What follows belongs to an exercise in optimizing a design on an open flow for small area; a production flow would make more cautious choices.
At most, simulation tests tie the RTL to the original design; equivalence was not proved.
Power and IR drop assume default switching activity.

== lagoon ==
Design pst_brain_v2, start of the top module:
module pst_brain_v2 (
    input  wire        clk,
    input  wire        rst_n,
    input  wire [7:0]  cur0, cur1, cur2, cur3,
    output wire [7:0]  phase0, phase1, phase2, phase3,
    output wire [2:0]  winner,
    output wire [7:0]  winner_score,
    output wire [7:0]  winner_rel,
    output wire [7:0]  w_ab, w_ac, w_ad, w_bc, w_bd, w_cd,
    output wire [7:0]  seq_slot_A, seq_slot_B,
    output wire        seq_force_valid,
    output wire [7:0]  seq_force_pred,
    output wire [7:0]  pred_out,
    output wire [7:0]  pred_err,
    output wire        reward_out,
    output wire [2:0]  gamma_cnt,
    output wire        theta_tick,
    output wire        episode_last,
    output wire [2:0]  ep_winner,
    output wire [3:0]  ep_strength,
    output wire        ep_valid,
    output wire        exploit_mode,
    output wire        explore_mode,
    output wire [1:0]  confidence_level,
    output wire [2:0]  theta_cnt,
    output wire        delta_tick,
    output wire [2:0]  topic_winner,
    output wire [2:0]  topic_strength,
    output wire        topic_valid,
    output wire        err_explore
);
clock: 40.0 ns
lec_check: 0
abc_area: 1
cap_margin: 20
core_margin: 2
core_utilization: 40
cts_buf_list: sky130_fd_sc_hd__clkbuf_4
cts_cluster_size: 30
slew_margin: 20
run.sh (not shown) runs the stock make flow with config.mk's settings and CLKGATE_MAP_FILE= SYNTH_SCRIPT=/design/flow/synth_recipe.tcl, a recipe that flattens the netlist after the stock synthesis.
The following lists how harbor was set up differently from lagoon:
- a change of CTS_BUF_LIST from sky130_fd_sc_hd__clkbuf_4 to sky130_fd_sc_hd__clkbuf_8
- a change of CTS_CLUSTER_SIZE from 30 to 16
- an added CTS_CLUSTER_DIAMETER of 80
==> comparison <==
harbor ended up with fewer standard cells than lagoon.
Launching instance or port of the critical path = winner_r[2]: lagoon; launching instance or port of the critical path = winner_r[1]: harbor
Looking at net count reported at finish across lagoon and harbor, the one that comes out higher is lagoon.
harbor vs. lagoon: maximum frequency now sits at about the same level; power now sits lower; fraction of area in clock buffers and inverters now sits lower.
Looking at design area, harbor sits 780 sq um below lagoon.
Input changes introduced in fjord (baseline for comparison: harbor):
- a deleted CTS_CLUSTER_DIAMETER that had been 80
- a deleted CTS_CLUSTER_SIZE that had been 16
- a change of CTS_BUF_LIST from sky130_fd_sc_hd__clkbuf_8 to sky130_fd_sc_hd__clkbuf_2
Findings:
Between fjord and harbor, number of clock buffer instances in the layout is lower for harbor, fjord comes in above that. fjord vs. harbor: multi-input logic portion of the cell area lower, total power higher, final wirelength picked up an extra about 1.6%, via count of the routed design saw an increase, maximum frequency down 0.71%. harbor leaves more setup margin than fjord.
No functional check of the RTL was part of any run of this note.

========
pst_brain_v2, a different RTL version from the one above (not shown whole).
Size: ~2100 cells after synthesis, about 340 flip-flops, about 20000 sq um of cells after synthesis.
Design pst_brain_v2, start of the top module:
module pst_brain_v2 (
    input  wire        clk,
    input  wire        rst_n,
    input  wire [7:0]  cur0, cur1, cur2, cur3,
    output wire [7:0]  phase0, phase1, phase2, phase3,
    output wire [2:0]  winner,
    output wire [7:0]  winner_score,
    output wire [7:0]  winner_rel,
    output wire [7:0]  w_ab, w_ac, w_ad, w_bc, w_bd, w_cd,
    output wire [7:0]  seq_slot_A, seq_slot_B,
    output wire        seq_force_valid,
    output wire [7:0]  seq_force_pred,
    output wire [7:0]  pred_out,
    output wire [7:0]  pred_err,
    output wire        reward_out,
    output wire [2:0]  gamma_cnt,
    output wire        theta_tick,
    output wire        episode_last,
    output wire [2:0]  ep_winner,
    output wire [3:0]  ep_strength,
    output wire        ep_valid,
    output wire        exploit_mode,
    output wire        explore_mode,
    output wire [1:0]  confidence_level,
    output wire [2:0]  theta_cnt,
    output wire        delta_tick,
    output wire [2:0]  topic_winner,
    output wire [2:0]  topic_strength,
    output wire        topic_valid,
    output wire        err_explore
);
==> flow/config.mk <==
export PLATFORM = sky130hd
export DESIGN_NAME = pst_brain_v2
export DESIGN_NICKNAME = pst_brain_v2
export VERILOG_FILES = /design/flow/design.v
export SDC_FILE = /design/flow/constraint.sdc
export NUM_CORES = 4
export LEC_CHECK = 0
export ABC_AREA = 1
export CAP_MARGIN = 20
export CORE_MARGIN = 2
export CORE_UTILIZATION = 40
export SLEW_MARGIN = 20
==> flow/constraint.sdc <==
create_clock -name core_clock -period 40.0 [get_ports {clk}]
set_input_delay 8.0000 -clock core_clock [delete_from_list [all_inputs] [get_ports {clk}]]
set_output_delay 8.0000 -clock core_clock [all_outputs]
set_load 0.01 [all_outputs]
standard.sh (not shown) runs the stock make flow with config.mk's settings and CLKGATE_MAP_FILE= SYNTH_SCRIPT=/design/flow/synth_recipe.tcl, a recipe that flattens the netlist after the stock synthesis.
==> flow/flow/run.sh <==
#!/bin/bash
# Own layout flow: the standard layout (standard.sh, unchanged synthesis),
# with two layout choices changed:
#  - the port buffers that buffer_ports inserts use the smallest buffer cell
#  - the clock tree is built from clkbuf_8 clusters without dummy loads
# Each tool's output is kept in a log file in the work folder.
set -euo pipefail
export BUFFER_PORTS_ARGS="-buffer_cell sky130_fd_sc_hd__buf_1"
export CTS_ARGS="-sink_clustering_enable -repair_clock_nets -sink_clustering_size 12 -sink_clustering_max_diameter 60 -buf_list sky130_fd_sc_hd__clkbuf_8 -dont_use_dummy_load"
bash standard.sh synth > synth.log 2>&1
bash standard.sh > layout.log 2>&1
The baseline completed without violations.
Edit:
--- a/flow/flow/run.sh
+++ b/flow/flow/run.sh
@@ -8,3 +8,3 @@
 export BUFFER_PORTS_ARGS="-buffer_cell sky130_fd_sc_hd__buf_1"
-export CTS_ARGS="-sink_clustering_enable -repair_clock_nets -sink_clustering_size 12 -sink_clustering_max_diameter 60 -buf_list sky130_fd_sc_hd__clkbuf_8 -dont_use_dummy_load"
+export CTS_ARGS="-sink_clustering_enable -repair_clock_nets -sink_clustering_size 30 -sink_clustering_max_diameter 100 -buf_list sky130_fd_sc_hd__clkbuf_16 -dont_use_dummy_load"
 bash standard.sh synth > synth.log 2>&1
--- a/flow/config.mk
+++ b/flow/config.mk
@@ -10,3 +10,3 @@
 export CORE_MARGIN = 2
-export CORE_UTILIZATION = 40
+export CORE_UTILIZATION = 60
 export SLEW_MARGIN = 20
Effect: Via count grows slightly. Total power shrinks by a few percent. Register-to-register slack improved by 0.40 ns. Combinational power grows by a few percent. Worst setup slack improved by 0.40 ns. Cell area shrinks slightly. First-iteration DRC count grows by about a fifth.
Edit:
--- a/flow/flow/run.sh
+++ b/flow/flow/run.sh
@@ -8,3 +8,3 @@
 export BUFFER_PORTS_ARGS="-buffer_cell sky130_fd_sc_hd__buf_1"
-export CTS_ARGS="-sink_clustering_enable -repair_clock_nets -sink_clustering_size 30 -sink_clustering_max_diameter 100 -buf_list sky130_fd_sc_hd__clkbuf_16 -dont_use_dummy_load"
+export CTS_ARGS="-sink_clustering_enable -repair_clock_nets -sink_clustering_size 16 -sink_clustering_max_diameter 70 -buf_list sky130_fd_sc_hd__clkbuf_8 -dont_use_dummy_load"
 bash standard.sh synth > synth.log 2>&1
--- a/flow/config.mk
+++ b/flow/config.mk
@@ -10,3 +10,3 @@
 export CORE_MARGIN = 2
-export CORE_UTILIZATION = 60
+export CORE_UTILIZATION = 40
 export SLEW_MARGIN = 20
Cell area is higher by 1.2%; flip-flop and latch count is unchanged; power is about the same; sequential power is about the same; final cell count is higher by 7.2%; routed wire length is higher by 8.1%; combinational power is lower by about 3%.

## re-timing with driven ports
The results above use ideal ports. As a check the final layouts listed here were re-extracted and re-timed, cells and wires unchanged. Step 1 sets driving cells, clkbuf_16 on the clock port and buf_2 on the other inputs (assumed; they add their load-dependent delay and slew). Step 2, shift: input delay + t, output delay - t, t = (earliest + latest rising clock arrival at the registers) / 2. This alone moves slack from input paths to output paths. Three values: ideal ports, drivers, drivers and shift; two values: the first two.
| run | t (ns) | slack for setup (ns) | clock arrival spread, ns | slew at the worst register clock pin (ns) | cell pins on the clock port's net |
|---|---|---|---|---|---|
| lagoon | 0.891 | 28.836 / 28.836 / 28.426 | 0.085 / 0.085 | 0.08 / 0.08 | 1 |
| harbor | 0.696 | 28.809 / 28.809 / 28.426 | 0.029 / 0.029 | 0.12 / 0.12 | 1 |
| fjord | 1.115 | 28.729 / 28.675 / 28.465 | 0.124 / 0.124 | 0.12 / 0.12 | 1 |
| the first run of note 2 | 0.632 | 28.187 / 28.187 / 28.187 | 0.078 / 0.078 | 0.08 / 0.08 | 1 |
| the second run of note 2 | 0.569 | 28.583 / 28.583 / 28.557 | 0.041 / 0.041 | 0.12 / 0.12 | 1 |
| the third run of note 2 | 0.673 | 28.249 / 28.249 / 28.249 | 0.068 / 0.068 | 0.10 / 0.10 | 1 |
After both steps every run listed still meets setup and hold. The setup slack of lagoon, which loses most, moves by 0.000 ns with the drivers and by -0.410 ns with both steps.
